This is an optimization exercise on Yosys and OpenROAD, whose aim is small area and a short achievable clock period, not a production implementation.
At most, simulation tests tie the RTL to the original design; equivalence was not proved.
No functional check of the RTL was part of run 2.
Power and IR drop assume default switching activity.

==> flow/design.v, too long to show whole: its modules and the start of the top module <==
// module alu: 171 lines
// module regfile: 18 lines
// module cp0: 200 lines
// module controller: 573 lines
// module datapath: 427 lines
// module mips_core: 180 lines
module mips_core (
	input wire clk,   
	input wire rst,   
	output wire inst_ren,   
	output wire [31:0] inst_addr,   
	input wire [31:0] inst_data,   
	output wire mem_ren,   
	output wire mem_wen,   
	output wire [31:0] mem_addr,   
	output wire [31:0] mem_dout,   
	input wire [31:0] mem_din,   
	input wire interrupter,
	output wire ir,
	output wire ir_en,
	output wire ir_valid,
	output wire ir_wait,
	output wire jump_en,
	input wire ram_stall,
	input wire rom_stall,
	output wire rom_cs,
	output wire ram_cs
	);
  // ...
==> flow/run.sh <==
#!/bin/bash
# synth_recipe.tcl (not shown) runs the flow's synth.tcl, then flattens the netlist and writes it again
# the make line also repeats each setting of config.mk as NAME=value (left out here)
make -C /OpenROAD-flow-scripts/flow DESIGN_CONFIG=/design/flow/config.mk WORK_HOME=/design/flow/orfs CLKGATE_MAP_FILE= SYNTH_SCRIPT=/design/flow/synth_recipe.tcl finish
==> flow/config.mk <==
export PLATFORM = sky130hd
export DESIGN_NAME = mips_core
export DESIGN_NICKNAME = mips_core
export VERILOG_FILES = /design/flow/design.v
export SDC_FILE = /design/flow/constraint.sdc
export NUM_CORES = 4
export LEC_CHECK = 0
export CAP_MARGIN = 20
export CORE_MARGIN = 2
export CORE_UTILIZATION = 40
export SLEW_MARGIN = 20
==> flow/constraint.sdc <==
create_clock -name core_clock -period 20.0 [get_ports {clk}]
set_input_delay 4.0000 -clock core_clock [delete_from_list [all_inputs] [get_ports {clk}]]
set_output_delay 4.0000 -clock core_clock [all_outputs]
set_load 0.01 [all_outputs]
==> out/metrics.cfg, run 1 <==
[cells_and_area]
layout_common_cells=2,233 x inv_1, 1,984 x edfxtp_1, 591 x mux4_2
design_area_mm2=0.143
nMultiInputCombCells=5287
clk_share=0.122
n_fill_cell=25991
layout.cells.non_filler=14965
antenna_cells=15
largest_reg_flops=1024
num-nonclk-buffers=528

[synth]
synth_seq_area_share=0.591
synth_edf_count=1984
synth_area_leaders=edfxtp_1 50%, mux4_2 11%, dfxtp_1 8.7%
synthCells=8623
ys_warn_count=6
ys_async_sr_fraction=0
syn_avg_cell_area_um2=13.7

[detailed_routing]
via_count=94722
route.detailed.vias_per_inst=6.33
routed_wl_um=518000

[power_and_ir_drop]
powerDensity_mw_per_mm2=98.4
powerComb_mw=1.17

[floorplanning]
rows=199

[place]
post-place-ws_ps=696
dp_hpwl_um=330000

[run_status]
status=timing/DRC/antenna clean

[clocking]
cts-resized-gates=0

[worst_setup_path]
required_ps=10570
r2r_slack_ps=810

[worst_hold_path]
hold_end=DATAPATH.wb_data_src_mem
worstHoldPathType=reg2reg

[timing]
tns_ps=0

==> module alu, before the edit <==
module alu (
	input wire [31:0] a, b,   
	input wire [3:0] oper,   
	output reg [31:0] result,   
	input wire sign  
	);
localparam
	PC_NEXT    = 0,
	PC_JUMP    = 3,
	PC_JR      = 2,
	PC_BRANCH  = 1;
localparam
	EXE_A_RS     = 0,
	EXE_A_NEXT   = 1,
	EXE_A_SA     = 2,
	EXE_A_IR     = 3;
localparam
	EXE_B_RT     = 2,
	EXE_B_IMM    = 0,
	EXE_B_FOUR   = 1,
	EXE_B_IR		 = 3;
localparam
	ID_A_FWD_ALUOUT     = 0,
	ID_A_FWD_MEMIN   = 1,
	ID_A_FWD_MEMOUT   = 2,
	ID_A_FWD_RS = 3;
localparam
	ID_B_FWD_ALUOUT     = 0,
	ID_B_FWD_MEMIN    = 1,
	ID_B_FWD_MEMOUT   = 2,
	ID_B_FWD_RT = 3;
localparam
	EXE_ALU_ADD    = 0,
	EXE_ALU_SUB    = 1,
	EXE_ALU_SLT    = 2,
	EXE_ALU_LUI    = 3,
	EXE_ALU_AND    = 4,
	EXE_ALU_OR     = 5,
	EXE_ALU_XOR    = 6,
	EXE_ALU_NOR    = 7,
	EXE_ALU_SL     = 8,
	EXE_ALU_SR     = 9;
localparam
	WB_ADDR_RD    = 0,
	WB_ADDR_RT    = 1,
	WB_ADDR_LINK  = 2;
localparam
	WB_DATA_ALU   = 0,
	WB_DATA_MEM   = 1;
localparam
	PC_RESET  = 32'h0000_0000;
localparam   
	INST_R          = 6'b000000,   
	R_FUNC_SLL      = 6'b000000,
	R_FUNC_SRL      = 6'b000010,   
	R_FUNC_SRA      = 6'b000011,
	R_FUNC_SLLV     = 6'b000100,
	R_FUNC_SRLV     = 6'b000110,   
	R_FUNC_SRAV     = 6'b000111,
	R_FUNC_JR       = 6'b001000,
	R_FUNC_ADD      = 6'b100000,
	R_FUNC_ADDU     = 6'b100001,
	R_FUNC_SUB      = 6'b100010,
	R_FUNC_SUBU     = 6'b100011,
	R_FUNC_AND      = 6'b100100,
	R_FUNC_OR       = 6'b100101,
	R_FUNC_XOR      = 6'b100110,
	R_FUNC_NOR      = 6'b100111,
	R_FUNC_SLT      = 6'b101010,
	R_FUNC_SLTU     = 6'b101011,
	INST_J          = 6'b000010,
	INST_JAL        = 6'b000011,
	INST_BEQ        = 6'b000100,
	INST_BNE        = 6'b000101,
	INST_ADDI       = 6'b001000,
	INST_ADDIU      = 6'b001001,
	INST_SLTI       = 6'b001010,
	INST_SLTIU      = 6'b001011,
	INST_ANDI       = 6'b001100,
	INST_ORI        = 6'b001101,
	INST_XORI       = 6'b001110,
	INST_LUI        = 6'b001111,
	INST_CP0        = 6'b010000,   
	CP_FUNC_MF     = 4'b0000,
	CP_FUNC_MT     = 4'b0100,
	CP0_CO_ERET     = 6'b011000,
	INST_LW         = 6'b100011,
	INST_SW         = 6'b101011;
localparam
    CP0_EPCR = 2,
    CP0_EHBR = 3,
	 CP0_TCR = 9; 
localparam
    EXE_CP_NONE = 0,
    EXE_CP_STORE = 1,
    EXE_CP0_ERET = 2;
localparam
	GPR_ZERO = 0,
	GPR_AT = 1,
	GPR_V0 = 2,
	GPR_V1 = 3,
	GPR_A0 = 4,
	GPR_A1 = 5,
	GPR_A2 = 6,
	GPR_A3 = 7,
	GPR_T0 = 8,
	GPR_T1 = 9,
	GPR_T2 = 10,
	GPR_T3 = 11,
	GPR_T4 = 12,
	GPR_T5 = 13,
	GPR_T6 = 14,
	GPR_T7 = 15,
	GPR_S0 = 16,
	GPR_S1 = 17,
	GPR_S2 = 18,
	GPR_S3 = 19,
	GPR_S4 = 20,
	GPR_S5 = 21,
	GPR_S6 = 22,
	GPR_S7 = 23,
	GPR_T8 = 24,
	GPR_T9 = 25,
	GPR_K0 = 26,
	GPR_K1 = 27,
	GPR_GP = 28,
	GPR_SP = 29,
	GPR_FP = 30,
	GPR_RA = 31;
	always @(*) begin
		result = 0;
		case (oper)
			EXE_ALU_ADD: begin
				result = a + b;
			end
			EXE_ALU_SUB: begin
				result = a - b;
			end
			EXE_ALU_SLT: begin
				if (sign) 
					result = $signed(a) < $signed(b);
				else 
					result = $unsigned(a) < $unsigned(b);
			end
			EXE_ALU_AND: begin
				result = a & b;
			end
			EXE_ALU_OR: begin
				result = a | b;
			end
			EXE_ALU_XOR: begin
				result = a ^ b;
			end
			EXE_ALU_NOR: begin
				result = ~(a | b);
			end
			EXE_ALU_SL: begin
				result = b << a;
			end
			EXE_ALU_SR: begin
				if(sign)
					result = $signed(b) >>> a;  
				else 
					result = $unsigned(b) >> a;  
			end
			EXE_ALU_LUI: begin
				result = {b[15:0], 16'b0};
			end
		endcase
	end
endmodule
==> module regfile, before the edit <==
module regfile (
	input wire clk,   
	input wire [4:0] addr_a,
	output wire [31:0] data_a,
	input wire [4:0] addr_b,
	output wire [31:0] data_b,
	input wire en_w,
	input wire [4:0] addr_w,
	input wire [31:0] data_w
	);
	reg [31:0] regfile [1:31];   
	always @(negedge clk) begin
		if (en_w && addr_w != 0)
			regfile[addr_w] <= data_w;
	end
	assign data_a = (addr_a == 0) ? 0 : regfile[addr_a];
	assign data_b = (addr_b == 0) ? 0 : regfile[addr_b];
endmodule
==> module mips_core, before the edit <==
module mips_core (
	input wire clk,   
	input wire rst,   
	output wire inst_ren,   
	output wire [31:0] inst_addr,   
	input wire [31:0] inst_data,   
	output wire mem_ren,   
	output wire mem_wen,   
	output wire [31:0] mem_addr,   
	output wire [31:0] mem_dout,   
	input wire [31:0] mem_din,   
	input wire interrupter,
	output wire ir,
	output wire ir_en,
	output wire ir_valid,
	output wire ir_wait,
	output wire jump_en,
	input wire ram_stall,
	input wire rom_stall,
	output wire rom_cs,
	output wire ram_cs
	);
	wire [31:0] inst_data_ctrl;
	wire [2:0] pc_src_ctrl;
	wire imm_ext_ctrl;
	wire [1:0] exe_a_src_ctrl, exe_b_src_ctrl;
	wire [3:0] exe_alu_oper_ctrl;
	wire mem_ren_ctrl;
	wire mem_wen_ctrl;
	wire [1:0] wb_addr_src_ctrl;
	wire wb_data_src_ctrl;
	wire wb_wen_ctrl;
	wire [4:0] regw_addr_exe, regw_addr_mem;
	wire wb_wen_exe, wb_wen_mem;
	wire if_rst, if_en, if_valid;
	wire id_rst, id_en, id_valid;
	wire exe_rst, exe_en, exe_valid;
	wire mem_rst, mem_en, mem_valid;
	wire wb_rst, wb_en, wb_valid;
	wire is_load_exe,is_load;
	wire [1:0] exe_fwd_a_ctrl;
	wire [1:0] exe_fwd_b_ctrl;
	wire [4:0] regw_addr_wb;
	wire mem_ren_mem;
	wire wb_wen_wb;
	wire rs_rt_equal, fwd_m; 
	wire sign;
	wire [1:0] oper;
	wire [4:0] addr_r;
	wire [31:0] data_r;
	wire [4:0] addr_w;
	wire [31:0] data_w;
	wire [31:0] ret_addr;
	wire [31:0] jump_addr;
	controller CONTROLLER (
		.clk(clk),
		.rst(rst),
		.inst(inst_data_ctrl),
		.regw_addr_exe(regw_addr_exe),
		.wb_wen_exe(wb_wen_exe),
		.regw_addr_mem(regw_addr_mem),
		.wb_wen_mem(wb_wen_mem),
		.pc_src(pc_src_ctrl),
		.imm_ext(imm_ext_ctrl),
		.exe_a_src(exe_a_src_ctrl),
		.exe_b_src(exe_b_src_ctrl),
		.exe_alu_oper(exe_alu_oper_ctrl),
		.mem_ren(mem_ren_ctrl),
		.mem_wen(mem_wen_ctrl),
		.wb_addr_src(wb_addr_src_ctrl),
		.wb_data_src(wb_data_src_ctrl),
		.wb_wen(wb_wen_ctrl),
		.unrecognized(),
		.if_rst(if_rst),
		.if_en(if_en),
		.if_valid(if_valid),
		.id_rst(id_rst),
		.id_en(id_en),
		.id_valid(id_valid),
		.exe_rst(exe_rst),
		.exe_en(exe_en),
		.exe_valid(exe_valid),
		.mem_rst(mem_rst),
		.mem_en(mem_en),
		.mem_valid(mem_valid),
		.wb_rst(wb_rst),
		.wb_en(wb_en),
		.wb_valid(wb_valid),
		.regw_addr_wb(regw_addr_wb),
		.wb_wen_wb(wb_wen_wb),
		.mem_ren_mem(mem_ren_mem),
		.exe_fwd_a_ctrl(exe_fwd_a_ctrl),
		.exe_fwd_b_ctrl(exe_fwd_b_ctrl),
		.rs_rt_equal(rs_rt_equal),
		.fwd_m(fwd_m),
		.sign(sign),
		.oper(oper),
		.jump_en(jump_en),
		.ram_stall(ram_stall),
		.rom_stall(rom_stall),
		.ram_cs(ram_cs),
		.rom_cs(rom_cs)
	);
	datapath DATAPATH (
		.clk(clk),
		.inst_data_id(inst_data_ctrl),
		.regw_addr_exe(regw_addr_exe),
		.wb_wen_exe(wb_wen_exe),
		.regw_addr_mem(regw_addr_mem),
		.wb_wen_mem(wb_wen_mem),
		.pc_src_ctrl(pc_src_ctrl),
		.imm_ext_ctrl(imm_ext_ctrl),
		.exe_a_src_ctrl(exe_a_src_ctrl),
		.exe_b_src_ctrl(exe_b_src_ctrl),
		.exe_fwd_a_ctrl(exe_fwd_a_ctrl),
		.exe_fwd_b_ctrl(exe_fwd_b_ctrl),
		.exe_alu_oper_ctrl(exe_alu_oper_ctrl),
		.mem_ren_ctrl(mem_ren_ctrl),
		.mem_wen_ctrl(mem_wen_ctrl),
		.wb_addr_src_ctrl(wb_addr_src_ctrl),
		.wb_data_src_ctrl(wb_data_src_ctrl),
		.wb_wen_ctrl(wb_wen_ctrl),
		.if_rst(if_rst),
		.if_en(if_en),
		.if_valid(if_valid),
		.inst_ren(inst_ren),
		.inst_addr(inst_addr),
		.inst_data(inst_data),
		.id_rst(id_rst),
		.id_en(id_en),
		.id_valid(id_valid),
		.exe_rst(exe_rst),
		.exe_en(exe_en),
		.exe_valid(exe_valid),
		.mem_rst(mem_rst),
		.mem_en(mem_en),
		.mem_valid(mem_valid),
		.mem_ren(mem_ren),
		.mem_wen(mem_wen),
		.mem_addr(mem_addr),
		.mem_dout(mem_dout),
		.mem_din(mem_din),
		.wb_rst(wb_rst),
		.wb_en(wb_en),
		.wb_valid(wb_valid),
		.regw_addr_wb(regw_addr_wb),
		.mem_ren_mem(mem_ren_mem),
		.wb_wen_wb(wb_wen_wb),
		.rs_rt_equal(rs_rt_equal),
		.fwd_m(fwd_m),
		.alu_sign(sign),
		.addr_r(addr_r),
		.data_r(data_r),
		.addr_w(addr_w),
		.data_w(data_w),
		.ir_en(ir_en),
		.ret_addr(ret_addr),
		.jump_en(jump_en),
		.jump_addr(jump_addr)
	);
	cp0 CP0(
		 .clk(clk), 
		 .oper(oper),  
		 .addr_r(addr_r),  
		 .data_r(data_r),  
		 .addr_w(addr_w),  
		 .data_w(data_w),  
		 .rst(rst), 
		 .ir_en(ir_en),  
		 .ir_in(interrupter),  
		 .ret_addr(ret_addr), 
		 .jump_en(jump_en), 
		 .jump_addr(jump_addr), 
		 .ir(ir),
		 .ir_valid(ir_valid),
		 .ir_wait(ir_wait),
		 .if_rst(if_rst),
		 .if_en(if_en)
	);
endmodule
==> inputs of run 2 (changes only) <==
==> flow/design.v (replaced) <==
module alu (
	input wire [31:0] a,
	input wire [31:0] b,
	input wire [3:0] oper,
	input wire sign,
	output reg [31:0] result
	);
	wire sub = (oper == 4'd1) | (oper == 4'd2);
	wire [32:0] sum = {1'b0, a} + {1'b0, b ^ {32{sub}}} + {32'b0, sub};
	wire lt = sign ? ((a[31] ^ b[31]) ? a[31] : sum[31]) : ~sum[32];
	wire left = (oper == 4'd8);
	wire [31:0] b_rev;
	wire [31:0] sr;
	wire [31:0] sr_rev;
	genvar i;
	generate
		for (i = 0; i < 32; i = i + 1) begin : g_rev
			assign b_rev[i] = b[31 - i];
			assign sr_rev[i] = sr[31 - i];
		end
	endgenerate
	wire [31:0] sin = left ? b_rev : b;
	wire fill = sign & b[31];
	wire big = |a[31:5];
	wire [32:0] sx = $signed({fill, sin}) >>> a[4:0];
	assign sr = big ? {32{fill}} : sx[31:0];
	always @(*) begin
		case (oper)
			4'd0, 4'd1: result = sum[31:0];
			4'd2: result = {31'b0, lt};
			4'd4: result = a & b;
			4'd5: result = a | b;
			4'd6: result = a ^ b;
			4'd7: result = ~(a | b);
			4'd8: result = sr_rev;
			4'd9: result = sr;
			default: result = 32'b0;
		endcase
	end
endmodule
module regfile (
	input wire clk,
	input wire [4:0] addr_a,
	output wire [31:0] data_a,
	input wire [4:0] addr_b,
	output wire [31:0] data_b,
	input wire en_w,
	input wire [4:0] addr_w,
	input wire [31:0] data_w
	);
	reg [31:0] regs [1:31];
	always @(posedge clk) begin
		if (en_w && addr_w != 0)
			regs[addr_w] <= data_w;
	end
	wire [31:0] dec_a = 32'b1 << addr_a;
	wire [31:0] dec_b = 32'b1 << addr_b;
	reg [31:0] ra, rb;
	integer i;
	always @(*) begin
		ra = 32'b0;
		rb = 32'b0;
		for (i = 1; i < 32; i = i + 1) begin
			ra = ra | ({32{dec_a[i]}} & regs[i]);
			rb = rb | ({32{dec_b[i]}} & regs[i]);
		end
	end
	assign data_a = ra;
	assign data_b = rb;
endmodule
module mips_core (
	input wire clk,   
	input wire rst,   
	output wire inst_ren,
	output wire [31:0] inst_addr,
	input wire [31:0] inst_data,
	output wire mem_ren,
	output wire mem_wen,
	output wire [31:0] mem_addr,
	output wire [31:0] mem_dout,
	input wire [31:0] mem_din,
	input wire interrupter,
	output wire ir,
	output wire ir_en,
	output wire ir_valid,
	output wire ir_wait,
	output wire jump_en,
	input wire ram_stall,
	input wire rom_stall,
	output wire rom_cs,
	output wire ram_cs
	);
	localparam [3:0]
		OP_ADD = 4'd0, OP_SUB = 4'd1, OP_SLT = 4'd2, OP_ZERO = 4'd3,
		OP_AND = 4'd4, OP_OR = 4'd5, OP_XOR = 4'd6, OP_NOR = 4'd7,
		OP_SL = 4'd8, OP_SR = 4'd9;
	reg [31:0] pc;
	reg [31:0] id_pc, id_ir;
	reg [31:0] ex_a, ex_b;
	reg [3:0] ex_op;
	reg ex_sign;
	reg [4:0] ex_rd;
	reg ex_wen, ex_ld, ex_st, ex_fm, ex_fmz;
	reg ld_prev;   
	reg [31:0] mem_alu, mem_sd;
	reg [4:0] mem_rd;
	reg mem_wen_r, mem_ld, mem_st, mem_fm;
	reg [31:0] wb_data;
	reg [4:0] wb_rd;
	reg wb_wen;
	reg ir_valid_r, ir_wait_r, ir_prev;
	reg je_q;
	reg [31:0] cp0 [0:31];
	wire [5:0] op = id_ir[31:26];
	wire [5:0] fn = id_ir[5:0];
	wire [4:0] rs = id_ir[25:21];
	wire [4:0] rt = id_ir[20:16];
	wire [4:0] rd = id_ir[15:11];
	wire op_r = (op == 6'h00);
	wire r_jr = op_r & (fn == 6'h08);
	wire r_add = op_r & ((fn == 6'h20) | (fn == 6'h21));
	wire r_sub = op_r & ((fn == 6'h22) | (fn == 6'h23));
	wire r_and = op_r & (fn == 6'h24);
	wire r_or = op_r & (fn == 6'h25);
	wire r_xor = op_r & (fn == 6'h26);
	wire r_nor = op_r & (fn == 6'h27);
	wire r_slt = op_r & ((fn == 6'h2a) | (fn == 6'h2b));
	wire r_sll = op_r & (fn == 6'h00);
	wire r_srl = op_r & (fn == 6'h02);
	wire r_sra = op_r & (fn == 6'h03);
	wire r_sllv = op_r & (fn == 6'h04);
	wire r_srlv = op_r & (fn == 6'h06);
	wire r_srav = op_r & (fn == 6'h07);
	wire r_alu = r_add | r_sub | r_and | r_or | r_xor | r_nor | r_slt;
	wire r_sh = r_sll | r_srl | r_sra;
	wire r_shv = r_sllv | r_srlv | r_srav;
	wire i_j = (op == 6'h02);
	wire i_jal = (op == 6'h03);
	wire i_beq = (op == 6'h04);
	wire i_bne = (op == 6'h05);
	wire i_addi = (op == 6'h08) | (op == 6'h09);
	wire i_slti = (op == 6'h0a);
	wire i_sltiu = (op == 6'h0b);
	wire i_andi = (op == 6'h0c);
	wire i_ori = (op == 6'h0d);
	wire i_xori = (op == 6'h0e);
	wire i_lui = (op == 6'h0f);
	wire i_lw = (op == 6'h23);
	wire i_sw = (op == 6'h2b);
	wire i_cp0 = (op == 6'h10);
	wire c_eret = i_cp0 & id_ir[25] & (fn == 6'b011000);
	wire c_mt = i_cp0 & ~id_ir[25] & (id_ir[24:21] == 4'b0100);
	wire c_mf = i_cp0 & ~id_ir[25] & (id_ir[24:21] == 4'b0000);
	wire i_imm = (op[5:3] == 3'b001);   
	wire wen_id = r_alu | r_sh | r_shv | i_jal | i_imm | i_lw | c_mf;
	wire [4:0] rd_id = i_jal ? 5'd31 : (i_imm | i_lw | c_mf) ? rt : rd;
	wire rs_used = r_jr | r_alu | r_shv | i_beq | i_bne | (i_imm & ~i_lui) | i_lw | i_sw;
	wire rt_used = r_alu | r_sh | r_shv | i_beq | i_bne | i_lui | i_sw;
	wire imm_ext = i_beq | i_bne | i_addi | i_slti | i_sltiu | i_lw | i_sw;
	wire sign_id = r_sra | r_srav | i_slti;
	reg [3:0] op_id;
	always @(*) begin
		op_id = OP_ADD;
		if (r_sub) op_id = OP_SUB;
		if (r_slt | i_slti | i_sltiu) op_id = OP_SLT;
		if (r_and | i_andi) op_id = OP_AND;
		if (r_or | i_ori) op_id = OP_OR;
		if (r_xor | i_xori) op_id = OP_XOR;
		if (r_nor) op_id = OP_NOR;
		if (r_sll | r_sllv | i_lui) op_id = OP_SL;
		if (r_srl | r_sra | r_srlv | r_srav) op_id = OP_SR;
	end
	wire [31:0] imm = {{16{imm_ext & id_ir[15]}}, id_ir[15:0]};
	wire [31:0] rf_a, rf_b;   
	regfile REGFILE (
		.clk(clk),
		.addr_a(rs),
		.data_a(rf_a),
		.addr_b(rt),
		.data_b(rf_b),
		.en_w(wb_wen),
		.addr_w(wb_rd),
		.data_w(wb_data)
		);
	wire [31:0] alu_out;
	wire ex_ok = ex_wen & (ex_rd != 5'd0);
	wire mem_ok = mem_wen_r & (mem_rd != 5'd0);
	wire wb_ok = wb_wen & (wb_rd != 5'd0);
	wire ex_hit_a = ex_ok & (ex_rd == rs);
	wire ex_hit_b = ex_ok & (ex_rd == rt);
	wire mem_hit_a = mem_ok & (mem_rd == rs);
	wire mem_hit_b = mem_ok & (mem_rd == rt);
	wire wb_hit_a = wb_ok & (wb_rd == rs);
	wire wb_hit_b = wb_ok & (wb_rd == rt);
	wire [31:0] mem_fwd = mem_ld ? mem_din : mem_alu;
	wire [31:0] em_a = ex_hit_a ? alu_out : mem_fwd;
	wire [31:0] em_b = ex_hit_b ? alu_out : mem_fwd;
	wire em_sel_a = ex_hit_a | mem_hit_a;
	wire em_sel_b = ex_hit_b | mem_hit_b;
	wire [31:0] fwda_s = em_sel_a ? em_a : rf_a;
	wire [31:0] fwdb_s = em_sel_b ? em_b : rf_b;
	wire [31:0] fwda = (wb_hit_a & ~em_sel_a) ? wb_data : fwda_s;
	wire [31:0] fwdb = (wb_hit_b & ~em_sel_b) ? wb_data : fwdb_s;
	wire eq = (fwda == fwdb);
	wire eq_s = (fwda_s == fwdb_s);
	wire ex_load = ld_prev & ex_wen;
	wire load_stall = ex_load & ((rs_used & (ex_rd == rs)) | (rt_used & ~i_sw & (ex_rd == rt)));
	wire fwd_m = i_sw & ex_load & (ex_rd == rt);
	wire go = ~rom_stall & ~ram_stall & ~load_stall;   
	wire exe_clr = rst | rom_stall | (~ram_stall & load_stall);
	wire exe_hold = ~rst & ~rom_stall & ram_stall;
	wire wb_clr = rst | (~rom_stall & ram_stall);
	wire ir_q = ir_wait_r & ir_valid_r;
	wire [31:0] data_w = fwdb_s;
	wire st_ok = c_mt & ~rst;
	wire je_go = c_eret | (~c_mt & ir_q);
	assign jump_en = ~rst & (c_eret | (~c_mt & (ir_q | (je_q & ~go))));
	wire [31:0] ja = c_eret ? cp0[2] : cp0[3];
	wire take_s = (i_beq & eq_s) | (i_bne & ~eq_s);
	wire pcs_s = r_jr | i_j | i_jal | take_s;
	wire [31:0] ret_addr = pcs_s ? id_pc : pc;
	wire [31:0] cnt_inc = ((st_ok & (rd == 5'd9)) ? data_w : cp0[9]) + 32'd1;
	wire [31:0] rd_dec = 32'b1 << rd;
	reg [31:0] cp0_rd;
	integer ci;
	always @(*) begin
		cp0_rd = ({32{rd_dec[9]}} & cnt_inc) | ({32{rd_dec[2] & ir_q}} & pc) | ({32{rd_dec[2] & ~ir_q}} & cp0[2]);
		for (ci = 0; ci < 32; ci = ci + 1)
			if (ci != 9 && ci != 2)
				cp0_rd = cp0_rd | ({32{rd_dec[ci]}} & cp0[ci]);
	end
	always @(posedge clk) begin
		if (rst) begin
			ir_valid_r <= 1'b1;
			ir_wait_r <= 1'b0;
			ir_prev <= 1'b0;
		end
		else begin
			if (c_eret)
				ir_valid_r <= 1'b1;
			else if (ir_q)
				ir_valid_r <= 1'b0;
			if (interrupter & ~ir_prev)
				ir_wait_r <= 1'b1;
			else if (c_eret)
				ir_wait_r <= 1'b0;
			ir_prev <= interrupter;
		end
	end
	always @(posedge clk) begin
		je_q <= jump_en;
	end
	genvar k;
	generate
		for (k = 0; k < 32; k = k + 1) begin : g_cp0
			if (k == 9) begin : g_cnt
				always @(posedge clk)
					cp0[k] <= rst ? 32'b0 : cnt_inc;
			end
			else if (k == 2) begin : g_epc
				always @(posedge clk)
					if (ir_q)
						cp0[k] <= ret_addr;
					else if (st_ok & (rd == k))
						cp0[k] <= data_w;
			end
			else begin : g_reg
				always @(posedge clk)
					if (st_ok & (rd == k))
						cp0[k] <= data_w;
			end
		end
	endgenerate
	wire take = (i_beq & eq) | (i_bne & ~eq);
	wire [31:0] pc4 = pc + 32'd4;
	wire [31:0] btgt = {id_pc[31:2] + imm[29:0] + 30'd1, id_pc[1:0]};
	wire [31:0] jtgt = {id_pc[31:28], id_ir[25:0], 2'b00};
	wire [31:0] pc_sel = je_go ? ja : r_jr ? fwda : (i_j | i_jal) ? jtgt : take ? btgt : pc4;
	always @(posedge clk) begin
		if (rst)
			pc <= 32'b0;
		else if (go)
			pc <= pc_sel;
	end
	always @(posedge clk) begin
		if (rst | (go & je_go))
			id_ir <= 32'b0;
		else if (go)
			id_ir <= inst_data;
		if (go)
			id_pc <= pc;
		ld_prev <= i_lw;
	end
	wire [31:0] a_id = c_mf ? cp0_rd : i_jal ? id_pc : (r_sh | i_lui) ? {27'b0, i_lui ? 5'd16 : id_ir[10:6]} : fwda;
	wire [31:0] b_id = c_mf ? 32'b0 : i_jal ? 32'd8 : (i_imm | i_lw | i_sw) ? imm : fwdb;
	always @(posedge clk) begin
		if (exe_clr) begin
			ex_op <= OP_ZERO;
			ex_wen <= 1'b0;
			ex_ld <= 1'b0;
			ex_st <= 1'b0;
			ex_fm <= 1'b0;
			ex_fmz <= 1'b0;
		end
		else if (~exe_hold) begin
			ex_op <= op_id;
			ex_wen <= wen_id;
			ex_ld <= i_lw;
			ex_st <= i_sw;
			ex_fm <= fwd_m;
			ex_fmz <= fwd_m & (rt == 5'd0);
		end
		if (~exe_clr & ~exe_hold) begin
			ex_a <= a_id;
			ex_b <= b_id;
			ex_sign <= sign_id;
			ex_rd <= rd_id;
		end
	end
	alu ALU (
		.a(ex_a),
		.b(ex_b),
		.oper(ex_op),
		.sign(ex_sign),
		.result(alu_out)
		);
	always @(posedge clk) begin
		if (rst) begin
			mem_alu <= 32'b0;
			mem_wen_r <= 1'b0;
			mem_ld <= 1'b0;
			mem_st <= 1'b0;
			mem_fm <= 1'b0;
		end
		else if (~exe_hold) begin
			mem_alu <= alu_out;
			mem_wen_r <= ex_wen;
			mem_ld <= ex_ld;
			mem_st <= ex_st;
			mem_fm <= ex_fm;
		end
		if (~rst & ~exe_hold) begin
			mem_rd <= ex_rd;
			mem_sd <= ex_fmz ? 32'b0 : mem_alu;
		end
	end
	always @(posedge clk) begin
		if (wb_clr) begin
			wb_wen <= 1'b0;
			wb_data <= 32'b0;
		end
		else begin
			wb_wen <= mem_wen_r;
			wb_data <= mem_ld ? mem_din : mem_alu;
		end
		wb_rd <= mem_rd;
	end
	assign inst_ren = ~rst;
	assign inst_addr = pc;
	assign mem_ren = mem_ld;
	assign mem_wen = mem_st;
	assign mem_addr = mem_alu;
	assign mem_dout = mem_fm ? mem_sd : wb_data;
	assign ir = ir_q;
	assign ir_en = 1'b1;
	assign ir_valid = ir_valid_r;
	assign ir_wait = ir_wait_r;
	assign rom_cs = 1'b1;
	assign ram_cs = i_lw | i_sw;
endmodule
==> flow/flow/run.sh (new file) <==
#!/bin/bash
# Layout flow: the standard ORFS flow (standard.sh, unchanged synthesis,
# floorplan, power grid, placement, CTS and routing) with two settings added:
#  - the input and output port buffers are sky130_fd_sc_hd__buf_2 cells
#    (the default pick is a slow delay buffer);
#  - timing repair aims for a setup slack margin, so that paths are made
#    faster than the clock period strictly needs.
# The full make output goes to standard_flow.log; ORFS keeps each step's log
# under orfs/logs/.
set -uo pipefail
export BUFFER_PORTS_ARGS="-buffer_cell sky130_fd_sc_hd__buf_2"
export SETUP_SLACK_MARGIN=11.3
bash standard.sh > standard_flow.log 2>&1
status=$?
tail -20 standard_flow.log
exit $status
==> flow/standard.sh (new file) <==
#!/bin/bash
# synth_recipe.tcl (not shown) runs the flow's synth.tcl, then flattens the netlist and writes it again
# the make line also repeats each setting of config.mk as NAME=value (left out here)
make -C /OpenROAD-flow-scripts/flow DESIGN_CONFIG=/design/flow/config.mk WORK_HOME=/design/flow/orfs CLKGATE_MAP_FILE= SYNTH_SCRIPT=/design/flow/synth_recipe.tcl "${@:-finish}"
removed: flow/run.sh
==> run 2 against run 1 <==
- still clean
- sequential share of layout area increased by 6.5 points
- clock power decreased by 37%
- clock skew increased by 36 ps
- utilization decreased by 2.7 points
- global-route usage increased by 4.0 points
- via count decreased by 4.7%
- area after synthesis decreased by 9.6%
- total power decreased by 22%
- flip-flop and latch count decreased by 189
- non-clock buffer count increased by 35
- critical path type is now in2out
- largest cell class unchanged
==> out/metrics.cfg, run 2 <==
[run_status]
status=timing/DRC/antenna clean  ; unchanged

[cells_and_area]
largest_reg_flops=1024  ; unchanged
num-nets-final=8933  ; was 11,009
n_fill_cell=23709  ; was 25,991
layout.cells.non_filler=12476  ; was 14,965
layout_common_cells=2,123 x edfxtp_1, 1,025 x a22oi_1, 688 x nand2_1  ; was 2,233 x inv_1, 1,984 x edfxtp_1, 591 x mux4_2
final_common_cell=edfxtp_1  ; was inv_1
area_growth_pct=14.2  ; was 21.2%
drive_above_1_share=0.143  ; was 0.161
design_area_mm2=0.122  ; was 0.143 mm^2
final_util=0.460  ; was 0.487

[timing]
slew_headroom=0.109  ; was 0.119
tns_ps=0  ; unchanged
fin_crit_ps=9110
finalClockSkew_ps=130  ; was 94.6 ps
rsz0062_at_grt=true  ; was false
fin_crit_sh=0.455
finalWorstSetupSlack_ps=10890  ; was 808 ps
fmax_ghz=0.110
slew_violations=0  ; unchanged
setup-violations-final=0  ; unchanged
worst_pin_slew_ps=1330  ; was 1310 ps
final-hold-violation-count=0  ; unchanged

[place]
placed_cells=12013  ; was 12,384
io_buffer_count=172  ; unchanged
dp_hpwl_um=323000  ; was 330,000 um
gp_congestion=1.01  ; about the same
post-place-ws_ps=10590  ; was 696 ps
place_area_mm2=0.114  ; was 0.126 mm^2

[synth]
synthCells=8540  ; was 8,623
synth-main-ff-cell=edfxtp_1  ; unchanged
syn_avg_cell_area_um2=12.5  ; was 13.7 um^2
synth_area_leaders=edfxtp_1 60%, a22oi_1 7.2%, dfxtp_1 3.4%  ; was edfxtp_1 50%, mux4_2 11%, dfxtp_1 8.7%
ys_top_cells_by_count=2,123 x edfxtp_1, 1,025 x a22oi_1, 689 x nand2_1  ; was 1,984 x edfxtp_1, 591 x mux4_2, 574 x nand2_1
synth_edf_count=2123  ; was 1,984
synth_top_cell_by_area=edfxtp_1  ; unchanged
synth_seq_cells=2307  ; was 2,496
synth_top_area_frac=0.597  ; was 0.504
synth_cell_types=98  ; was 119
ys_async_sr_fraction=0  ; unchanged
synth_area_mm2=0.107  ; was 0.118 mm^2
post-synth-top-count-cell=edfxtp_1  ; unchanged
ys_warn_count=4  ; was 6
synth_seq_area_share=0.631  ; was 0.591

[global_routing]
overflow=0  ; unchanged
grt_max_degree=76  ; was 128
antenna_found_initial=22  ; was 28
grt.total_usage=0.377  ; was 0.337
grt_pass1_wl_um=708000  ; was 711,000 um
grt_pass1_vias=82784  ; was 94,062

[worst_setup_path]
slowest_stage=or3_4  ; was a211oi_1
cp.arrival_ps=5110  ; was 9760 ps
required_ps=16000  ; was 10,570 ps
cpLargestDelayFamily=simple AND/OR/NAND/NOR gates  ; was compound AO/OA/AOI/OAI gates
crit_fanout=2  ; was 33
cp-start-kind=input port  ; was register
crit_type=in2out  ; was reg2reg
worst-path-buf-inv=3  ; was 4
worstSetupEndpointType=output port  ; was register
worst-path-stages=6  ; was 24
cp_cell_sequence=buf_12, or3_4, a31oi_4, nor2_1, buf_4, buf_6  ; was buf_4, mux2_2, inv_2, a211oi_1, o32ai_1, nor2_1, a21oi_1, o21ai_0, a211oi_1, o21ai_0, a31o_2, mux2i_1, a2111oi_0, nand4_1, nor4_1, buf_4, and2_1, o31ai_1, nor2_1, ha_4, buf_12, mux2_2, nand2_1, o21ai_0
ff2ff_path_depth=24  ; unchanged
slowest_delay_ps=480  ; was 1040 ps

[detailed_routing]
drc_errors=0  ; unchanged
ant_nets=0  ; unchanged
first_iter_violations=18038  ; was 14,217
via_count=90236  ; was 94,722
route.detailed.vias_per_inst=7.23  ; was 6.33
drtPass1Iterations=12  ; was 9
detail_route.wl_per_cell_um=42.4  ; was 34.6 um
routed_wl_um=529000  ; was 518,000 um

[clocking]
cts_tree=done  ; unchanged
hold_buffers=0  ; unchanged
clock_latency_ps=990  ; was 950 ps
clkSinkCount=2307  ; was 2,496
cts_buffers=240  ; was 289
htreeDepth=4  ; was 5
clk_pin_slew_ps=60  ; was 70 ps
cts_buffer_depth=4  ; unchanged
clock-root-buffer=clkbuf_16  ; unchanged

[floorplanning]
start_util=0.403  ; was 0.402
dieHeight_um=521  ; was 548 um
rows=189  ; was 199
core_area_mm2=0.265  ; was 0.294 mm^2
die_area_mm2=0.271  ; was 0.300 mm^2
io_pins=175  ; unchanged
dieWidth_um=521  ; was 548 um

[power_and_ir_drop]
ir_drop_mv=0.0843  ; was 0.0862 mV
powerDensity_mw_per_mm2=90.1  ; was 98.4 mW/mm^2
power_leakage_nw=41.1  ; was 54.8 nW

[worst_hold_path]
holdPathStages=2  ; unchanged
worstHoldPathType=reg2reg  ; unchanged

[flow_run]
maxCapViolCount=0  ; unchanged

[run 2: cell count changes after synthesis, moves of 63 or more]
| cell | before | now |
|---|---|---|
| a221oi_1 | 289 | 211 |
| nand2_1 | 574 | 689 |
| mux2_2 | 116 | 51 |
| mux2i_1 | 272 | 207 |
| nand3_1 | 124 | 212 |
| edfxtp_1 | 1984 | 2123 |
| a22oi_1 | 39 | 1025 |
| nand4_1 | 88 | 213 |
| o221ai_1 | 82 | 19 |
| dfxtp_1 | 512 | 184 |
| o21ai_0 | 399 | 224 |
| a22o_1 | 366 | 169 |
| xnor2_1 | 97 | 180 |
| mux4_2 | 591 | 36 |
[run 2: worst register-to-register path, delay by kind of cell, from the launching register on]
kind / cells / cell delay [ps]
and+or+nand+nor: 9 / 3090
AOI/OAI and AO/OA: 8 / 2940
xor gates and xnor gates: 4 / 820
DFF: 1 / 730
buffers and inverters: 2 / 560
adders and majority gates: 1 / 400
[run 2: through the flow]
stage / hold slack [ps] / power, mW
2_1_floorplan: 416 / 6.02
3_3_place_gp: 430 / 6.50
3_5_place_dp: 441 / 6.51
4_1_cts: 449 / 10.9
5_1_grt: 463 / 11.2
6_report: 447 / 11.0
[run 2: area by class of cell]
type	count	area, um^2	share of cell area
Tap cell	3533	4420	0.0362
Multi-Input combinational cell	5517	38100	0.312
Inverter	107	407	0.00333
Sequential cell	2307	67400	0.553
Clock inverter	129	1210	0.00988
Antenna cell	12	30.0	0.000246
Clock buffer	308	6540	0.0536
Timing Repair Buffer	563	3920	0.0321
[run 2: per-layer routing]
| metal | part of all wire | wire [um] | GRT usage | vias up |
|---|---|---|---|---|
| met5 | 0.00015 | 81 | 0.00140 | - |
| met4 | 0.086 | 45700 | 0.254 | 12 |
| met3 | 0.16 | 86800 | 0.141 | 2208 |
| met2 | 0.40 | 212000 | 0.524 | 9046 |
| met1 | 0.35 | 185000 | 0.487 | 44658 |
| li1 | - | - | - | 34312 |
[run 2: kinds of logic (layout without fill, tap and decap cells)]
logic type / after synthesis / after routing / share of synthesized area
other: 1 / 14 / 0.0000351
buffers and inverters: 718 / 1107 / 0.0261
muxes: 296 / 296 / 0.0326
DFF: 2307 / 2307 / 0.631
and+or+nand+nor: 2291 / 2292 / 0.103
AOI/OAI and AO/OA: 2524 / 2524 / 0.169
xor gates and xnor gates: 275 / 275 / 0.0225
adders and majority gates: 128 / 128 / 0.0151
[run 2: path summary, 6_finish.rpt]
check | from | to | slack [ps]
worst max-delay path | rom_stall | jump_en | 10890
worst min-delay path | ex_fm | ex_fm | 450
worst max register to register | ex_op[2] | pc[16] | 11340
worst min register to register | ex_fm | ex_fm | 450
[run 2: power by group]
group	internal [mW]	total, mW	switching (mW)
Sequential	5.34	5.41	0.0661
Clock	2.56	4.51	1.95
Combinational	0.295	1.07	0.776
[run 2: what timing repair did]
action                                  4_1_cts  5_1_grt
gates cloned                                  1        0
gates resized for setup                      18        8
endpoints found under the hold margin         0        0
pin swaps                                     3        4
endpoints found under the setup margin       34       67
setup buffers                                 4        5
==> inputs of run 3 (changes only) <==
--- a/flow/design.v
+++ b/flow/design.v
@@ -111,4 +111,5 @@
 	reg ir_valid_r, ir_wait_r, ir_prev;
 	reg je_q;
+	reg [31:0] ja_q;
 	reg [31:0] cp0 [0:31];
 	wire [5:0] op = id_ir[31:26];
@@ -198,8 +199,8 @@
 	wire em_sel_a = ex_hit_a | mem_hit_a;
 	wire em_sel_b = ex_hit_b | mem_hit_b;
+	wire [31:0] fwda = em_sel_a ? em_a : (wb_hit_a ? wb_data : rf_a);
+	wire [31:0] fwdb = em_sel_b ? em_b : (wb_hit_b ? wb_data : rf_b);
 	wire [31:0] fwda_s = em_sel_a ? em_a : rf_a;
 	wire [31:0] fwdb_s = em_sel_b ? em_b : rf_b;
-	wire [31:0] fwda = (wb_hit_a & ~em_sel_a) ? wb_data : fwda_s;
-	wire [31:0] fwdb = (wb_hit_b & ~em_sel_b) ? wb_data : fwdb_s;
 	wire eq = (fwda == fwdb);
 	wire eq_s = (fwda_s == fwdb_s);
@@ -214,7 +215,7 @@
 	wire [31:0] data_w = fwdb_s;
 	wire st_ok = c_mt & ~rst;
-	wire je_go = c_eret | (~c_mt & ir_q);
-	assign jump_en = ~rst & (c_eret | (~c_mt & (ir_q | (je_q & ~go))));
-	wire [31:0] ja = c_eret ? cp0[2] : cp0[3];
+	wire je_go = c_eret | (c_mt ? je_q : ir_q);
+	assign jump_en = ~rst & (c_eret | (c_mt ? je_q : (ir_q | (je_q & ~go))));
+	wire [31:0] ja = c_eret ? cp0[2] : (~c_mt & ir_q) ? cp0[3] : ja_q;
 	wire take_s = (i_beq & eq_s) | (i_bne & ~eq_s);
 	wire pcs_s = r_jr | i_j | i_jal | take_s;
@@ -250,4 +251,5 @@
 	always @(posedge clk) begin
 		je_q <= jump_en;
+		ja_q <= ja;
 	end
 	genvar k;
==> flow/run.sh (new file) <==
#!/bin/bash
# synth_recipe.tcl (not shown) runs the flow's synth.tcl, then flattens the netlist and writes it again
# the make line also repeats each setting of config.mk as NAME=value (left out here)
make -C /OpenROAD-flow-scripts/flow DESIGN_CONFIG=/design/flow/config.mk WORK_HOME=/design/flow/orfs CLKGATE_MAP_FILE= SYNTH_SCRIPT=/design/flow/synth_recipe.tcl finish
removed: flow/flow/run.sh
removed: flow/standard.sh
==> run 3 against run 2 <==
- still clean
- routed wire length is 7.3% higher
- flip-flop and latch count grew 32
- first-iteration DRC count up 8.7%
- hold slack improved by 12 ps
- sequential share of layout area decreased by 2.0 points
- critical path type unchanged
==> out/metrics.cfg, run 3 <==
[floorplanning]
start_util=0.402  ; was 0.403
rows=193  ; was 189
io_pins=175  ; unchanged
dieWidth_um=531  ; was 521 um
dieHeight_um=531  ; was 521 um
core_area_mm2=0.277  ; was 0.265 mm^2
die_area_mm2=0.282  ; was 0.271 mm^2

[detailed_routing]
drtPass1Iterations=9  ; was 12
first_iter_violations=19603  ; was 18,038
drc_errors=0  ; unchanged
routed_wl_um=568000  ; was 529,000 um
via_count=96545  ; was 90,236
route.detailed.vias_per_inst=7.23  ; about the same
detail_route.wl_per_cell_um=42.5  ; was 42.4 um
ant_nets=0  ; unchanged

[cells_and_area]
final_common_cell=edfxtp_1  ; unchanged
largest_reg_flops=1024  ; unchanged
num-nets-final=9636  ; was 8,933
layout_common_cells=2,123 x edfxtp_1, 833 x a22oi_1, 645 x nand3_1  ; was 2,123 x edfxtp_1, 1,025 x a22oi_1, 688 x nand2_1
area_growth_pct=14.9  ; was 14.2%
drive_above_1_share=0.132  ; was 0.143
n_fill_cell=24867  ; was 23,709
final_util=0.462  ; was 0.460

[timing]
setup-violations-final=0  ; unchanged
finalWorstSetupSlack_ps=9840  ; was 10,890 ps
fmax_ghz=0.0984  ; was 0.110 GHz
finalClockSkew_ps=111  ; was 130 ps
fin_crit_ps=10160  ; was 9110 ps
final-hold-violation-count=0  ; unchanged
fin_crit_sh=0.508  ; was 0.455
rsz0062_at_grt=false  ; was true
tns_ps=0  ; unchanged
slew_headroom=0.109  ; about the same
worst_pin_slew_ps=1320  ; was 1330 ps
slew_violations=0  ; unchanged

[clocking]
clkSinkCount=2339  ; was 2,307
clock-root-buffer=clkbuf_16  ; unchanged
post_cts_buffers=0  ; was 4
cts_buffer_depth=4  ; unchanged
clock_latency_ps=990  ; about the same
cts_tree=done  ; unchanged
hold_buffers=0  ; unchanged
htreeDepth=4  ; unchanged
cts_buffers=243  ; was 240
clk_pin_slew_ps=60  ; about the same
cts-resized-gates=0  ; was 18

[power_and_ir_drop]
clkPwrFrac=0.405  ; was 0.410
intPower_mw=8.33  ; was 8.19 mW
power_leakage_nw=43.8  ; was 41.1 nW
ir_drop_mv=0.0891  ; was 0.0843 mV
p_sw_mw=2.97  ; was 2.80 mW
p_sw_frac=0.263  ; was 0.254
pwr-share-comb=0.110  ; was 0.097
p_seq_frac=0.486  ; was 0.492
powerDensity_mw_per_mm2=88.4  ; was 90.1 mW/mm^2

[synth]
synth_area_mm2=0.111  ; was 0.107 mm^2
synth_area_leaders=edfxtp_1 57%, a22oi_1 5.6%, dfxtp_1 3.9%  ; was edfxtp_1 60%, a22oi_1 7.2%, dfxtp_1 3.4%
synth_top_area_frac=0.573  ; was 0.597
synth_seq_cells=2339  ; was 2,307
synth_mux_area_frac=0.0369  ; was 0.0326
synth_top_cell_by_area=edfxtp_1  ; unchanged
synthSimpleGateAreaFrac=0.138  ; was 0.103
synth_seq_area_share=0.612  ; was 0.631
ys_top_cells_by_count=2,123 x edfxtp_1, 835 x a22oi_1, 648 x nand3_1  ; was 2,123 x edfxtp_1, 1,025 x a22oi_1, 689 x nand2_1
post-synth-top-count-cell=edfxtp_1  ; unchanged
synthCells=9269  ; was 8,540
synth_edf_count=2123  ; unchanged
synth_cell_types=96  ; was 98
ys_async_sr_fraction=0  ; unchanged
syn_avg_cell_area_um2=12.0  ; was 12.5 um^2
synth_compound_area_frac=0.152  ; was 0.169
synth-main-ff-cell=edfxtp_1  ; unchanged
ys_warn_count=4  ; unchanged
synthAdderAreaFrac=0.0146  ; was 0.0151
synth_xor_area_frac=0.0193  ; was 0.0225
synth_top_family_by_area=compound AO/OA/AOI/OAI gates  ; unchanged

[place]
dp_hpwl_um=353000  ; was 323,000 um
post-place-ws_ps=9850  ; was 10,590 ps
gp_congestion=1.03  ; was 1.01
io_buffer_count=172  ; unchanged

[global_routing]
grt.total_usage=0.387  ; was 0.377
grt_pass1_vias=89210  ; was 82,784
antenna_found_initial=53  ; was 22
grt_pass1_wl_um=762000  ; was 708,000 um
overflow=0  ; unchanged
grt_max_degree=70  ; was 76

[worst_hold_path]
worstHoldPathType=reg2reg  ; unchanged

[run_status]
status=timing/DRC/antenna clean  ; unchanged

[worst_setup_path]
required_ps=16000  ; about the same
crit_type=in2out  ; unchanged
cp.arrival_ps=6160  ; was 5110 ps
worstSetupEndpointType=output port  ; unchanged
crit_fanout=35  ; was 2
cp-start-kind=input port  ; unchanged

[flow_run]
maxCapViolCount=0  ; unchanged

==> run 3: cell count changes after synthesis, moves of 30 or more <==
cell,change
nand3_1,+436
and3_1,+252
a22oi_1,-190
clkbuf_1,+129
nand2_1,-105
a2111oi_0,+92
a221oi_1,-80
nand4_1,+80
a22o_1,-74
a31oi_1,+47
and2_1,+32
dfxtp_1,+32
buf_1,-30
==> run 3: per-layer routing <==
layer | wire length, um | global-route usage | up-vias
li1 | - | - | 37015
met5 | 348 | 0.00152 | -
met3 | 90100 | 0.138 | 2262
met1 | 201000 | 0.503 | 47720
met2 | 227000 | 0.539 | 9510
met4 | 49100 | 0.258 | 38
==> run 3: cells by family after synthesis <==
kind of cell / Yosys count
AO/OA/AOI/OAI: 2365
AND/OR/NAND/NOR: 3031
buffers and inverters: 820
multiplexers: 339
XOR/XNOR: 245
other: 1
adder cells (fa/ha/maj): 129
flip-flops: 2339
==> run 3: final timing paths <==
check | startpoint | to | slack [ps] | cells after the start
setup / recovery | ram_stall | jump_en | 9840 | 6
hold / removal | ex_fm | ex_fm | 460 | 2
hold reg to reg | ex_fm | ex_fm | 460 | 2
setup reg to reg | ex_op[3] | cp0[2][3] | 11110 | 22
==> run 3: per-stage QoR <==
step	instance area (um^2)	total power [mW]	hold WS, ps	instances
global route	128000	11.5	474	13331
floorplan	111000	6.18	416	9270
finish	128000	11.3	459	13351
global placement	120000	6.74	440	12890
CTS	128000	11.2	451	13326
detailed placement	120000	6.75	443	12894
==> run 3: final cells by class <==
| class | instances | area [um^2] | area share |
|---|---|---|---|
| clock inverter | 123 | 1310 | 0.0103 |
| antenna | 21 | 52.6 | 0.000411 |
| multi-input combinational | 6111 | 41600 | 0.325 |
| sequential | 2339 | 68100 | 0.533 |
| inverter | 115 | 433 | 0.00339 |
| tap | 3705 | 4640 | 0.0362 |
| timing repair buffer | 628 | 5210 | 0.0407 |
| clock buffer | 309 | 6540 | 0.0511 |
==> run 3: worst max-delay path: stages <==
cell and delay (ps):
clkdlybuf4s50_1 590, nor2_1 110, nand2_4 520, a21oi_1 170
nor2_1 150, clkdlybuf4s50_1 560
==> run 3: power groups by stage <==
stage               clock [mW]  combinational [mW]  sequential [mW]
floorplan                    0               0.617             5.56
global placement             0                1.16             5.59
detailed placement           0                1.16             5.59
CTS                       4.56                1.17             5.48
global route              4.74                1.26             5.49
finish                    4.58                1.24             5.49
==> inputs of run 4 (changes only) <==
--- a/flow/design.v
+++ b/flow/design.v
@@ -1,31 +1,35 @@
 module alu (
 	input wire [31:0] a,
-	input wire [31:0] b,
+	input wire [31:0] b,   
 	input wire [3:0] oper,
 	input wire sign,
+	input wire sub,        
 	output reg [31:0] result
 	);
-	wire sub = (oper == 4'd1) | (oper == 4'd2);
-	wire [32:0] sum = {1'b0, a} + {1'b0, b ^ {32{sub}}} + {32'b0, sub};
-	wire lt = sign ? ((a[31] ^ b[31]) ? a[31] : sum[31]) : ~sum[32];
-	wire left = (oper == 4'd8);
-	wire [31:0] b_rev;
-	wire [31:0] sr;
+	wire [31:0] sum;
+	wire cout;
+	add_bk #(.N(32)) ADD (
+		.a(a),
+		.b(b),
+		.cin(sub),
+		.sum(sum),
+		.cout(cout)
+		);
+	wire b31 = b[31] ^ sub;   
+	wire lt = sign ? ((a[31] ^ b31) ? a[31] : sum[31]) : ~cout;
+	wire fill = sign & b[31];
+	wire big = |a[31:5];
+	wire [32:0] sx = $signed({fill, b}) >>> a[4:0];
+	wire [31:0] sr = big ? {32{fill}} : sx[31:0];
 	wire [31:0] sr_rev;
 	genvar i;
 	generate
 		for (i = 0; i < 32; i = i + 1) begin : g_rev
-			assign b_rev[i] = b[31 - i];
 			assign sr_rev[i] = sr[31 - i];
 		end
 	endgenerate
-	wire [31:0] sin = left ? b_rev : b;
-	wire fill = sign & b[31];
-	wire big = |a[31:5];
-	wire [32:0] sx = $signed({fill, sin}) >>> a[4:0];
-	assign sr = big ? {32{fill}} : sx[31:0];
 	always @(*) begin
 		case (oper)
-			4'd0, 4'd1: result = sum[31:0];
+			4'd0, 4'd1: result = sum;
 			4'd2: result = {31'b0, lt};
 			4'd4: result = a & b;
@@ -39,4 +43,48 @@
 	end
 endmodule
+module add_bk #(parameter N = 32, parameter L = 5) (
+	input wire [N-1:0] a,
+	input wire [N-1:0] b,
+	input wire cin,
+	output wire [N-1:0] sum,
+	output wire cout
+	);
+	wire [N-1:0] p0 = a ^ b;
+	wire [N-1:0] g0 = a & b;
+	wire [N-1:0] g [0:2*L];
+	wire [N-1:0] p [0:2*L];
+	assign g[0] = {g0[N-1:1], g0[0] | (p0[0] & cin)};
+	assign p[0] = p0;
+	genvar l, i;
+	generate
+		for (l = 0; l < L; l = l + 1) begin : g_up
+			for (i = 0; i < N; i = i + 1) begin : g_b
+				if (((i + 1) % (2 << l)) == 0) begin : g_n
+					assign g[l + 1][i] = g[l][i] | (p[l][i] & g[l][i - (1 << l)]);
+					assign p[l + 1][i] = p[l][i] & p[l][i - (1 << l)];
+				end
+				else begin : g_k
+					assign g[l + 1][i] = g[l][i];
+					assign p[l + 1][i] = p[l][i];
+				end
+			end
+		end
+		for (l = 0; l < L; l = l + 1) begin : g_dn
+			for (i = 0; i < N; i = i + 1) begin : g_b
+				if ((i >= 3 * (1 << (L - 1 - l)) - 1) && (((i + 1) % (2 << (L - 1 - l))) == (1 << (L - 1 - l)))) begin : g_n
+					assign g[L + l + 1][i] = g[L + l][i] | (p[L + l][i] & g[L + l][i - (1 << (L - 1 - l))]);
+					assign p[L + l + 1][i] = p[L + l][i] & p[L + l][i - (1 << (L - 1 - l))];
+				end
+				else begin : g_k
+					assign g[L + l + 1][i] = g[L + l][i];
+					assign p[L + l + 1][i] = p[L + l][i];
+				end
+			end
+		end
+	endgenerate
+	wire [N:0] c = {g[2 * L], cin};
+	assign sum = p0 ^ c[N-1:0];
+	assign cout = c[N];
+endmodule
 module regfile (
 	input wire clk,
@@ -99,5 +147,5 @@
 	reg [31:0] ex_a, ex_b;
 	reg [3:0] ex_op;
-	reg ex_sign;
+	reg ex_sign, ex_sub;
 	reg [4:0] ex_rd;
 	reg ex_wen, ex_ld, ex_st, ex_fm, ex_fmz;
@@ -111,5 +159,4 @@
 	reg ir_valid_r, ir_wait_r, ir_prev;
 	reg je_q;
-	reg [31:0] ja_q;
 	reg [31:0] cp0 [0:31];
 	wire [5:0] op = id_ir[31:26];
@@ -199,8 +246,8 @@
 	wire em_sel_a = ex_hit_a | mem_hit_a;
 	wire em_sel_b = ex_hit_b | mem_hit_b;
-	wire [31:0] fwda = em_sel_a ? em_a : (wb_hit_a ? wb_data : rf_a);
-	wire [31:0] fwdb = em_sel_b ? em_b : (wb_hit_b ? wb_data : rf_b);
 	wire [31:0] fwda_s = em_sel_a ? em_a : rf_a;
 	wire [31:0] fwdb_s = em_sel_b ? em_b : rf_b;
+	wire [31:0] fwda = (wb_hit_a & ~em_sel_a) ? wb_data : fwda_s;
+	wire [31:0] fwdb = (wb_hit_b & ~em_sel_b) ? wb_data : fwdb_s;
 	wire eq = (fwda == fwdb);
 	wire eq_s = (fwda_s == fwdb_s);
@@ -215,11 +262,20 @@
 	wire [31:0] data_w = fwdb_s;
 	wire st_ok = c_mt & ~rst;
-	wire je_go = c_eret | (c_mt ? je_q : ir_q);
-	assign jump_en = ~rst & (c_eret | (c_mt ? je_q : (ir_q | (je_q & ~go))));
-	wire [31:0] ja = c_eret ? cp0[2] : (~c_mt & ir_q) ? cp0[3] : ja_q;
+	wire je_go = c_eret | (~c_mt & ir_q);
+	wire je_keep = ~c_eret & ~c_mt & je_q;
+	wire je_reg = je_go | (je_keep & load_stall);
+	assign jump_en = ~rst & (je_reg | (je_keep & (rom_stall | ram_stall)));
+	wire [31:0] ja = c_eret ? cp0[2] : cp0[3];
 	wire take_s = (i_beq & eq_s) | (i_bne & ~eq_s);
 	wire pcs_s = r_jr | i_j | i_jal | take_s;
 	wire [31:0] ret_addr = pcs_s ? id_pc : pc;
-	wire [31:0] cnt_inc = ((st_ok & (rd == 5'd9)) ? data_w : cp0[9]) + 32'd1;
+	wire [31:0] cnt_inc;
+	add_bk #(.N(32)) CNT_INC (
+		.a((st_ok & (rd == 5'd9)) ? data_w : cp0[9]),
+		.b(32'd0),
+		.cin(1'b1),
+		.sum(cnt_inc),
+		.cout()
+		);
 	wire [31:0] rd_dec = 32'b1 << rd;
 	reg [31:0] cp0_rd;
@@ -251,5 +307,4 @@
 	always @(posedge clk) begin
 		je_q <= jump_en;
-		ja_q <= ja;
 	end
 	genvar k;
@@ -275,6 +330,27 @@
 	endgenerate
 	wire take = (i_beq & eq) | (i_bne & ~eq);
-	wire [31:0] pc4 = pc + 32'd4;
-	wire [31:0] btgt = {id_pc[31:2] + imm[29:0] + 30'd1, id_pc[1:0]};
+	wire [30:0] pc_c;
+	wire [31:0] pc4;
+	assign pc4[1:0] = pc[1:0];
+	assign pc4[2] = ~pc[2];
+	assign pc_c[2] = pc[2];
+	genvar pi;
+	generate
+		for (pi = 3; pi < 32; pi = pi + 1) begin : g_pc4
+			assign pc4[pi] = pc[pi] ^ pc_c[pi - 1];
+			if (pi < 31) begin : g_c
+				assign pc_c[pi] = pc[pi] & pc_c[pi - 1];
+			end
+		end
+	endgenerate
+	wire [29:0] btgt_hi;
+	add_bk #(.N(30)) BR_ADD (
+		.a(id_pc[31:2]),
+		.b(imm[29:0]),
+		.cin(1'b1),
+		.sum(btgt_hi),
+		.cout()
+		);
+	wire [31:0] btgt = {btgt_hi, id_pc[1:0]};
 	wire [31:0] jtgt = {id_pc[31:28], id_ir[25:0], 2'b00};
 	wire [31:0] pc_sel = je_go ? ja : r_jr ? fwda : (i_j | i_jal) ? jtgt : take ? btgt : pc4;
@@ -295,5 +371,15 @@
 	end
 	wire [31:0] a_id = c_mf ? cp0_rd : i_jal ? id_pc : (r_sh | i_lui) ? {27'b0, i_lui ? 5'd16 : id_ir[10:6]} : fwda;
-	wire [31:0] b_id = c_mf ? 32'b0 : i_jal ? 32'd8 : (i_imm | i_lw | i_sw) ? imm : fwdb;
+	wire [31:0] b_op = c_mf ? 32'b0 : i_jal ? 32'd8 : (i_imm | i_lw | i_sw) ? imm : fwdb;
+	wire sub_id = r_sub | r_slt | i_slti | i_sltiu;
+	wire left_id = r_sll | r_sllv | i_lui;
+	wire [31:0] b_rev;
+	genvar bi;
+	generate
+		for (bi = 0; bi < 32; bi = bi + 1) begin : g_brev
+			assign b_rev[bi] = b_op[31 - bi];
+		end
+	endgenerate
+	wire [31:0] b_id = sub_id ? ~b_op : left_id ? b_rev : b_op;
 	always @(posedge clk) begin
 		if (exe_clr) begin
@@ -317,4 +403,5 @@
 			ex_b <= b_id;
 			ex_sign <= sign_id;
+			ex_sub <= sub_id;
 			ex_rd <= rd_id;
 		end
@@ -325,4 +412,5 @@
 		.oper(ex_op),
 		.sign(ex_sign),
+		.sub(ex_sub),
 		.result(alu_out)
 		);
==> flow/flow/run.sh (new file) <==
#!/bin/bash
# Layout flow: the standard ORFS flow (standard.sh: the standard synthesis,
# floorplan, power grid, placement, CTS and routing), with these settings added:
#  - the input and output port buffers are sky130_fd_sc_hd__buf_2 cells
#    (the default pick is a slow delay buffer);
#  - timing repair aims for a setup slack margin, so that paths are made
#    faster than the 20 ns clock strictly needs;
#  - CTS uses small clock buffers and no dummy loads.
# The full make output goes to standard_flow.log; ORFS keeps each step's log
# under orfs/logs/.
set -uo pipefail
export BUFFER_PORTS_ARGS="-buffer_cell sky130_fd_sc_hd__buf_2"
export SETUP_SLACK_MARGIN=11.5
export CTS_ARGS="-sink_clustering_enable -repair_clock_nets -dont_use_dummy_load -buf_list {sky130_fd_sc_hd__clkbuf_4 sky130_fd_sc_hd__clkbuf_8}"
bash standard.sh > standard_flow.log 2>&1
status=$?
tail -20 standard_flow.log
exit $status
==> flow/standard.sh (new file) <==
#!/bin/bash
# synth_recipe.tcl (not shown) runs the flow's synth.tcl, then flattens the netlist and writes it again
# the make line also repeats each setting of config.mk as NAME=value (left out here)
make -C /OpenROAD-flow-scripts/flow DESIGN_CONFIG=/design/flow/config.mk WORK_HOME=/design/flow/orfs CLKGATE_MAP_FILE= SYNTH_SCRIPT=/design/flow/synth_recipe.tcl "${@:-finish}"
--- a/flow/config.mk
+++ b/flow/config.mk
@@ -8,4 +8,4 @@
 export CAP_MARGIN = 20
 export CORE_MARGIN = 2
-export CORE_UTILIZATION = 40
+export CORE_UTILIZATION = 50
 export SLEW_MARGIN = 20
removed: flow/run.sh
==> run 4 against run 3 <==
- still clean on timing, DRC and antenna
- clock power down 24%
- clock skew up 36 ps
- register-to-register slack improved by 120 ps
- via count decreased by 3.1%
- flip-flop and latch count fell by 31
- total power down 12%
- worst setup slack improved by 1300 ps
- largest power group unchanged
==> out/metrics.cfg, run 4 <==
[run_status]
status=timing/DRC/antenna clean  ; unchanged

[synth]
synth_area_leaders=edfxtp_1 59%, a22oi_1 5.5%, dfxtp_1 3.4%  ; was edfxtp_1 57%, a22oi_1 5.6%, dfxtp_1 3.9%
ys_warn_count=6  ; was 4
post-synth-top-count-cell=edfxtp_1  ; unchanged
synth_area_mm2=0.107  ; was 0.111 mm^2
synth_cell_types=119  ; was 96
synth_top_area_frac=0.594  ; was 0.573
syn_avg_cell_area_um2=12.7  ; was 12.0 um^2
synth_seq_cells=2308  ; was 2,339
synth-main-ff-cell=edfxtp_1  ; unchanged
synth_seq_area_share=0.628  ; was 0.612
ys_top_cells_by_count=2,124 x edfxtp_1, 782 x a22oi_1, 535 x nand2_1  ; was 2,123 x edfxtp_1, 835 x a22oi_1, 648 x nand3_1
ys_async_sr_fraction=0  ; unchanged
synth_top_cell_by_area=edfxtp_1  ; unchanged
synth_edf_count=2124  ; was 2,123
synthCells=8474  ; was 9,269

[floorplanning]
core_area_mm2=0.214  ; was 0.277 mm^2
rows=170  ; was 193
dieHeight_um=467  ; was 531 um
io_pins=175  ; unchanged
dieWidth_um=467  ; was 531 um
die_area_mm2=0.218  ; was 0.282 mm^2
start_util=0.502  ; was 0.402

[worst_hold_path]
worstHoldPathType=reg2reg  ; unchanged

[timing]
fin_crit_sh=0.445  ; was 0.508
rsz0062_at_grt=true  ; was false
worst_pin_slew_ps=1350  ; was 1320 ps
fmax_ghz=0.112  ; was 0.0984 GHz
setup-violations-final=0  ; unchanged
slew_violations=0  ; unchanged
fin_crit_ps=8890  ; was 10,160 ps
finalWorstSetupSlack_ps=11110  ; was 9840 ps
slew_headroom=0.0939  ; was 0.109
final-hold-violation-count=0  ; unchanged
finalClockSkew_ps=147  ; was 111 ps
tns_ps=0  ; unchanged

[place]
dp_hpwl_um=340000  ; was 353,000 um
gp_congestion=1.06  ; was 1.03
place_area_mm2=0.114  ; was 0.120 mm^2
io_buffer_count=172  ; unchanged
placed_cells=11257  ; was 12,894
post-place-ws_ps=9510  ; was 9850 ps

[clocking]
clkSinkCount=2308  ; was 2,339
hold_buffers=0  ; unchanged
clock_latency_ps=1170  ; was 990 ps
clock-root-buffer=clkbuf_8  ; was clkbuf_16
clk_pin_slew_ps=70  ; was 60 ps
cts_buffers=387  ; was 243
cts_tree=done  ; unchanged
cts_buffer_depth=4  ; unchanged
htreeDepth=5  ; was 4

[cells_and_area]
area_growth_pct=11.7  ; was 14.9%
num-nets-final=9090  ; was 9,636
layout.cells.non_filler=11761  ; was 13,351
final_common_cell=edfxtp_1  ; unchanged
n_fill_cell=17632  ; was 24,867
design_area_mm2=0.120  ; was 0.128 mm^2
multiInputGateArea_mm2=0.0382  ; was 0.0416 mm^2
drive_above_1_share=0.171  ; was 0.132
final_util=0.560  ; was 0.462
largest_reg_flops=1024  ; unchanged
ff_latch_area_mm2=0.0675  ; was 0.0681 mm^2
layout_common_cells=2,124 x edfxtp_1, 781 x a22oi_1, 534 x nand2_1  ; was 2,123 x edfxtp_1, 833 x a22oi_1, 645 x nand3_1

[detailed_routing]
drc_errors=0  ; unchanged
route.detailed.vias_per_inst=7.95  ; was 7.23
first_iter_violations=21137  ; was 19,603
drtPass1Iterations=11  ; was 9
ant_nets=0  ; unchanged
detail_route.wl_per_cell_um=46.6  ; was 42.5 um
routed_wl_um=548000  ; was 568,000 um
via_count=93531  ; was 96,545

[worst_setup_path]
cp.arrival_ps=4890  ; was 6160 ps
cpLargestDelayFamily=simple AND/OR/NAND/NOR gates  ; was buffers and inverters
cp-start-kind=input port  ; unchanged
slowest_delay_ps=440  ; was 590 ps
required_ps=16000  ; about the same
cp_cell_sequence=buf_8, or3_4, nand3_4, a21oi_4, buf_6  ; was clkdlybuf4s50_1, nor2_1, nand2_4, a21oi_1, nor2_1, clkdlybuf4s50_1
crit_fanout=3  ; was 35
crit_type=in2out  ; unchanged
slowest_stage=or3_4  ; was clkdlybuf4s50_1
worstSetupEndpointType=output port  ; unchanged
worst-path-buf-inv=2  ; unchanged

[global_routing]
grt.total_usage=0.488  ; was 0.387
antenna_found_initial=64  ; was 53
overflow=0  ; unchanged
grt_pass1_vias=83933  ; was 89,210
grt_pass1_wl_um=723000  ; was 762,000 um
grt_max_degree=101  ; was 70

[power_and_ir_drop]
ir_drop_mv=0.0784  ; was 0.0891 mV
p_sw_frac=0.264  ; was 0.263
pwr-share-comb=0.104  ; was 0.110
p_sw_mw=2.63  ; was 2.97 mW
p_seq_frac=0.545  ; was 0.486
power_leakage_nw=42.2  ; was 43.8 nW
clkPwrFrac=0.351  ; was 0.405
powerDensity_mw_per_mm2=82.9  ; was 88.4 mW/mm^2
intPower_mw=7.31  ; was 8.33 mW

[flow_run]
maxCapViolCount=0  ; unchanged

[run 4: changes by cell type in the layout (fill, tap and decap cells not counted), moves of 106 or more]
cell	delta
and3_1	+106
buf_2	+165
clkbuf_16	-249
clkbuf_8	+379
clkdlybuf4s50_1	-171
nand3_1	-186
nor2_1	-187
[run 4: final timing paths]
kind	startpoint	endpoint	slack (ps)	cells after the start
max reg2reg	id_ir[16]	ex_a[30]	11230	24
min reg2reg	mem_rd[1]	wb_rd[1]	390	0
max	rom_stall	jump_en	11110	5
min	mem_rd[1]	wb_rd[1]	390	0
[run 4: per-layer routing]
layer,share of wire,track usage
met1,0.35,0.640
met2,0.39,0.649
met3,0.18,0.227
met4,0.081,0.301
met5,0.00063,0.00176
[run 4: logic make-up after synthesis]
family                     count (synthesis)  share of synthesized area
xor gates and xnor gates                 132                     0.0108
DFF                                     2308                      0.628
muxes                                    238                     0.0272
other                                      1                  0.0000349
buffers and inverters                    774                     0.0293
adders and majority gates                168                     0.0218
AOI/OAI and AO/OA                       2197                      0.152
and+or+nand+nor                         2656                      0.131
[run 4: power by group through the flow]
stage / clock (mW) / sequential, mW / combinational, mW
3_3_place_gp: 0 / 5.50 / 0.935
5_1_grt: 3.64 / 5.41 / 1.03
4_1_cts: 3.46 / 5.41 / 0.958
3_5_place_dp: 0 / 5.50 / 0.942
6_report: 3.49 / 5.41 / 1.03
2_1_floorplan: 0 / 5.48 / 0.478
[run 4: per-stage QoR]
| step | power (mW) | hold WS (ps) |
|---|---|---|
| after floorplan | 5.95 | 416 |
| after global placement | 6.44 | 431 |
| after detailed placement | 6.45 | 448 |
| after CTS | 9.83 | 379 |
| after global routing | 10.1 | 407 |
| final | 9.94 | 388 |
[run 4: layout make-up]
type / count / area share
Antenna cell: 71 / 0.00148
Clock buffer: 387 / 0.0444
Inverter: 129 / 0.00426
Multi-Input combinational cell: 5393 / 0.319
Sequential cell: 2308 / 0.563
Tap cell: 2838 / 0.0296
Timing Repair Buffer: 635 / 0.0385
[run 4: what timing repair did]
action | 4_1_cts | 5_1_grt
gates resized for setup | 45 | 29
setup buffers | 25 | 15
cloned | 5 | 0
endpoints found under the setup margin | 103 | 16
pin swaps | 21 | 35

Check on run 4: ideal ports give 11.107 ns setup slack; a clkbuf_16 on the clock port and buf_2 on the inputs give 11.035 ns; moving port delays by the midpoint clock arrival (1.205 ns) as well gives 10.539 ns.
